Source: an optimization exercise on an open RTL-to-GDS flow (aim: small area, a short achievable clock period and few clock cycles). Production flows keep margins and buffers that such runs may drop.
The RTL was checked by simulation tests, not by an equivalence proof against the original design.
No activity file was given, so power comes from the tool's default toggle rates.

==> module apb_system_top, before the edit <==
module apb_system_top #(
    parameter ADDR_WIDTH = 32,
    parameter DATA_WIDTH = 32,
    parameter NUM_SLAVES = 3
)(
    input  wire                    pclk,
    input  wire                    presetn,
    input  wire                    transfer_req,
    input  wire [ADDR_WIDTH-1:0]   transfer_addr,
    input  wire [DATA_WIDTH-1:0]   transfer_wdata,
    input  wire                    transfer_write,
    output wire                    transfer_ready,
    output wire [DATA_WIDTH-1:0]   transfer_rdata,
    output wire                    transfer_error
);
    wire [3:0] slave  = transfer_addr[19:16];
    wire [5:0] word   = transfer_addr[7:2];
    wire       mapped = (slave[3:2] == 2'b00) && (slave[1:0] != 2'b11);
    wire       inwin  = (transfer_addr[31:20] == 12'h0) && (transfer_addr[15:8] == 8'h0);
    wire       hit    = mapped && inwin;
    wire       wr     = transfer_req && transfer_write && hit;
    reg        pw_valid;
    reg  [5:0] pw_word;
    reg  [1:0] pw_slave;
    reg [31:0] pw_data;
    always @(posedge pclk or negedge presetn)
        if (!presetn) pw_valid <= 1'b0;
        else          pw_valid <= wr;
    always @(posedge pclk) begin
        pw_word  <= word;
        pw_slave <= slave[1:0];
        pw_data  <= transfer_wdata;
    end
    wire byp = pw_valid && hit && word == pw_word && slave[1:0] == pw_slave;
    wire [31:0] wd0 = pw_data & {32{presetn}};
    wire [31:0] wd1 = pw_data | {32{!presetn}};
    wire [3:0] p0 = 4'b0001 << word[1:0];
    wire [3:0] p1 = 4'b0001 << word[3:2];
    wire [3:0] p2 = 4'b0001 << word[5:4];
    wire [3:0] sd = 4'b0001 << slave[1:0];
    wire [3:0] q0 = 4'b0001 << pw_word[1:0];
    wire [3:0] q1 = 4'b0001 << pw_word[3:2];
    wire [3:0] q2 = 4'b0001 << pw_word[5:4];
    wire [3:0] qs = {4{pw_valid}} & (4'b0001 << pw_slave);
    wire [64*32-1:0] ya;
    genvar s, w, b;
    generate
        for (w = 0; w < 64; w = w + 1) begin : g_w
            wire        wl  = p2[w/16] & p1[(w/4)%4] & p0[w%4];
            wire        wwl = q2[w/16] & q1[(w/4)%4] & q0[w%4];
            wire [2:0]  sel;
            wire [31:0] q [0:2];
            for (s = 0; s < 3; s = s + 1) begin : g_s
                localparam [31:0] INIT = (s << 24) + w;
                wire [31:0] wd;
                for (b = 0; b < 32; b = b + 1) begin : g_b
                    assign wd[b] = INIT[b] ? wd1[b] : wd0[b];
                end
                wire we = (qs[s] && wwl) || !presetn;
                reg [31:0] m;
                always @(posedge pclk)
                    if (we) m <= wd;
                assign q[s]   = m;
                assign sel[s] = sd[s] & wl;
            end
            apb_rd_aoi3 u_a (.s0(sel[0]), .s1(sel[1]), .s2(sel[2]),
                             .d0(q[0]), .d1(q[1]), .d2(q[2]), .y(ya[w*32 +: 32]));
        end
    endgenerate
    wire [16*32-1:0] yb;
    wire [8*32-1:0]  yc;
    wire [2*32-1:0]  yd;
    genvar k;
    generate
        for (k = 0; k < 16; k = k + 1) begin : g_b4
            apb_rd_nand4 u_b (.a(ya[(4*k)*32 +: 32]), .b(ya[(4*k+1)*32 +: 32]),
                              .c(ya[(4*k+2)*32 +: 32]), .d(ya[(4*k+3)*32 +: 32]),
                              .y(yb[k*32 +: 32]));
        end
        for (k = 0; k < 8; k = k + 1) begin : g_c2
            apb_rd_nor2 u_c (.a(yb[(2*k)*32 +: 32]), .b(yb[(2*k+1)*32 +: 32]),
                             .y(yc[k*32 +: 32]));
        end
        for (k = 0; k < 2; k = k + 1) begin : g_d4
            apb_rd_nand4 u_d (.a(yc[(4*k)*32 +: 32]), .b(yc[(4*k+1)*32 +: 32]),
                              .c(yc[(4*k+2)*32 +: 32]), .d(yc[(4*k+3)*32 +: 32]),
                              .y(yd[k*32 +: 32]));
        end
    endgenerate
    reg [31:0] rd0_n, rd1_n;
    reg        error_q;
    always @(posedge pclk) begin
        rd0_n   <= ~(({32{hit && !byp}} & yd[0 +: 32]) | ({32{byp}} & pw_data)
                     | ((mapped && !inwin) ? 32'hDEADBEEF : 32'd0));
        rd1_n   <= ~({32{hit && !byp}} & yd[32 +: 32]);
        error_q <= !hit;
    end
    reg ready_q;
    always @(posedge pclk or negedge presetn)
        if (!presetn) ready_q <= 1'b0;
        else          ready_q <= 1'b1;
    assign transfer_ready = ready_q;
    assign transfer_rdata = ~(rd0_n & rd1_n);
    assign transfer_error = error_q;
endmodule
==> flow/config.mk <==
export PLATFORM = sky130hd
export DESIGN_NAME = apb_system_top
export DESIGN_NICKNAME = apb_system_top
export VERILOG_FILES = /design/flow/design.v
export SDC_FILE = /design/flow/constraint.sdc
export NUM_CORES = 8
export LEC_CHECK = 0
export CAP_MARGIN = 30
export CORE_MARGIN = 2
export CORE_UTILIZATION = 60
export CTS_BUF_LIST = sky130_fd_sc_hd__clkbuf_16
export CTS_CLUSTER_DIAMETER = 100
export CTS_CLUSTER_SIZE = 25
export SETUP_SLACK_MARGIN = 3.0
export SLEW_MARGIN = 50
export SYNTH_HIERARCHICAL = 1
export SYNTH_MINIMUM_KEEP_SIZE = 0
export TNS_END_PERCENT = 10
==> flow/constraint.sdc <==
create_clock -name core_clock -period 6.0 [get_ports {pclk}]
set_input_delay 1.2000 -clock core_clock [delete_from_list [all_inputs] [get_ports {pclk}]]
set_output_delay 1.2000 -clock core_clock [all_outputs]
set_load 0.01 [all_outputs]
run.sh (not shown) runs the stock make flow with config.mk's settings and CLKGATE_MAP_FILE= SYNTH_SCRIPT=/design/flow/synth_recipe.tcl, a recipe that flattens the netlist after the stock synthesis.
The starting point ran to the end with no violations.
Testbench counts at the start, summed over its fixed seeds: cycles 4,800.
Change:
--- a/flow/design.v
+++ b/flow/design.v
@@ -41,50 +41,32 @@
     wire [3:0] slave  = transfer_addr[19:16];
     wire [5:0] word   = transfer_addr[7:2];
     wire       mapped = (slave[3:2] == 2'b00) && (slave[1:0] != 2'b11);
     wire       inwin  = (transfer_addr[31:20] == 12'h0) && (transfer_addr[15:8] == 8'h0);
     wire       hit    = mapped && inwin;
     wire       wr     = transfer_req && transfer_write && hit;
-    reg        pw_valid;
-    reg  [5:0] pw_word;
-    reg  [1:0] pw_slave;
-    reg [31:0] pw_data;
-    always @(posedge pclk or negedge presetn)
-        if (!presetn) pw_valid <= 1'b0;
-        else          pw_valid <= wr;
-    always @(posedge pclk) begin
-        pw_word  <= word;
-        pw_slave <= slave[1:0];
-        pw_data  <= transfer_wdata;
-    end
-    wire byp = pw_valid && hit && word == pw_word && slave[1:0] == pw_slave;
-    wire [31:0] wd0 = pw_data & {32{presetn}};
-    wire [31:0] wd1 = pw_data | {32{!presetn}};
+    wire [31:0] wd0 = transfer_wdata & {32{presetn}};
+    wire [31:0] wd1 = transfer_wdata | {32{!presetn}};
     wire [3:0] p0 = 4'b0001 << word[1:0];
     wire [3:0] p1 = 4'b0001 << word[3:2];
     wire [3:0] p2 = 4'b0001 << word[5:4];
     wire [3:0] sd = 4'b0001 << slave[1:0];
-    wire [3:0] q0 = 4'b0001 << pw_word[1:0];
-    wire [3:0] q1 = 4'b0001 << pw_word[3:2];
-    wire [3:0] q2 = 4'b0001 << pw_word[5:4];
-    wire [3:0] qs = {4{pw_valid}} & (4'b0001 << pw_slave);
     wire [64*32-1:0] ya;
     genvar s, w, b;
     generate
         for (w = 0; w < 64; w = w + 1) begin : g_w
-            wire        wl  = p2[w/16] & p1[(w/4)%4] & p0[w%4];
-            wire        wwl = q2[w/16] & q1[(w/4)%4] & q0[w%4];
+            wire        wl = p2[w/16] & p1[(w/4)%4] & p0[w%4];
             wire [2:0]  sel;
             wire [31:0] q [0:2];
             for (s = 0; s < 3; s = s + 1) begin : g_s
                 localparam [31:0] INIT = (s << 24) + w;
                 wire [31:0] wd;
                 for (b = 0; b < 32; b = b + 1) begin : g_b
                     assign wd[b] = INIT[b] ? wd1[b] : wd0[b];
                 end
-                wire we = (qs[s] && wwl) || !presetn;
+                wire we = (wr && sd[s] && wl) || !presetn;
                 reg [31:0] m;
                 always @(posedge pclk)
                     if (we) m <= wd;
                 assign q[s]   = m;
                 assign sel[s] = sd[s] & wl;
             end
@@ -112,15 +94,14 @@
                               .y(yd[k*32 +: 32]));
         end
     endgenerate
     reg [31:0] rd0_n, rd1_n;
     reg        error_q;
     always @(posedge pclk) begin
-        rd0_n   <= ~(({32{hit && !byp}} & yd[0 +: 32]) | ({32{byp}} & pw_data)
-                     | ((mapped && !inwin) ? 32'hDEADBEEF : 32'd0));
-        rd1_n   <= ~({32{hit && !byp}} & yd[32 +: 32]);
+        rd0_n   <= ~(({32{hit}} & yd[0 +: 32]) | ((mapped && !inwin) ? 32'hDEADBEEF : 32'd0));
+        rd1_n   <= ~({32{hit}} & yd[32 +: 32]);
         error_q <= !hit;
     end
     reg ready_q;
     always @(posedge pclk or negedge presetn)
         if (!presetn) ready_q <= 1'b0;
         else          ready_q <= 1'b1;
Result:
- clock-buffer cell count fell by 10
- power fell slightly
- clock power fell slightly
- cell area fell slightly
- hold slack degrades by 280 ps
- worst setup slack improves by 88 ps
- die area fell slightly
Testbench counts after the change, summed over its fixed seeds: cycles 4,800.

## re-timing with driven ports
Ports are ideal in the flow. The routed layouts listed here were re-timed in OpenROAD. Step 1 (the two cells are an assumption about what drives the block):
set clk [get_ports {pclk}]
set_driving_cell -lib_cell sky130_fd_sc_hd__clkbuf_16 $clk
set_driving_cell -lib_cell sky130_fd_sc_hd__buf_2 [delete_from_list [all_inputs] $clk]
Step 2, shift: input delay + t, output delay - t, t = (earliest + latest rising clock arrival at the registers) / 2. This alone moves slack from input paths to output paths. a / b / c = ideal / step 1 / step 2; a / b = the first two.
run | t (ns) | setup WS [ns] | pins driven straight from the clock port
the first run | 1.069 | 2.595 / 2.584 / 1.515 | 1
the second run | 1.073 | 2.683 / 2.711 / 1.639 | 1
After both steps every run listed still meets setup and hold. For the first run, which loses most, drivers alone change the setup slack by -0.011 ns; drivers and shift together by -1.080 ns.
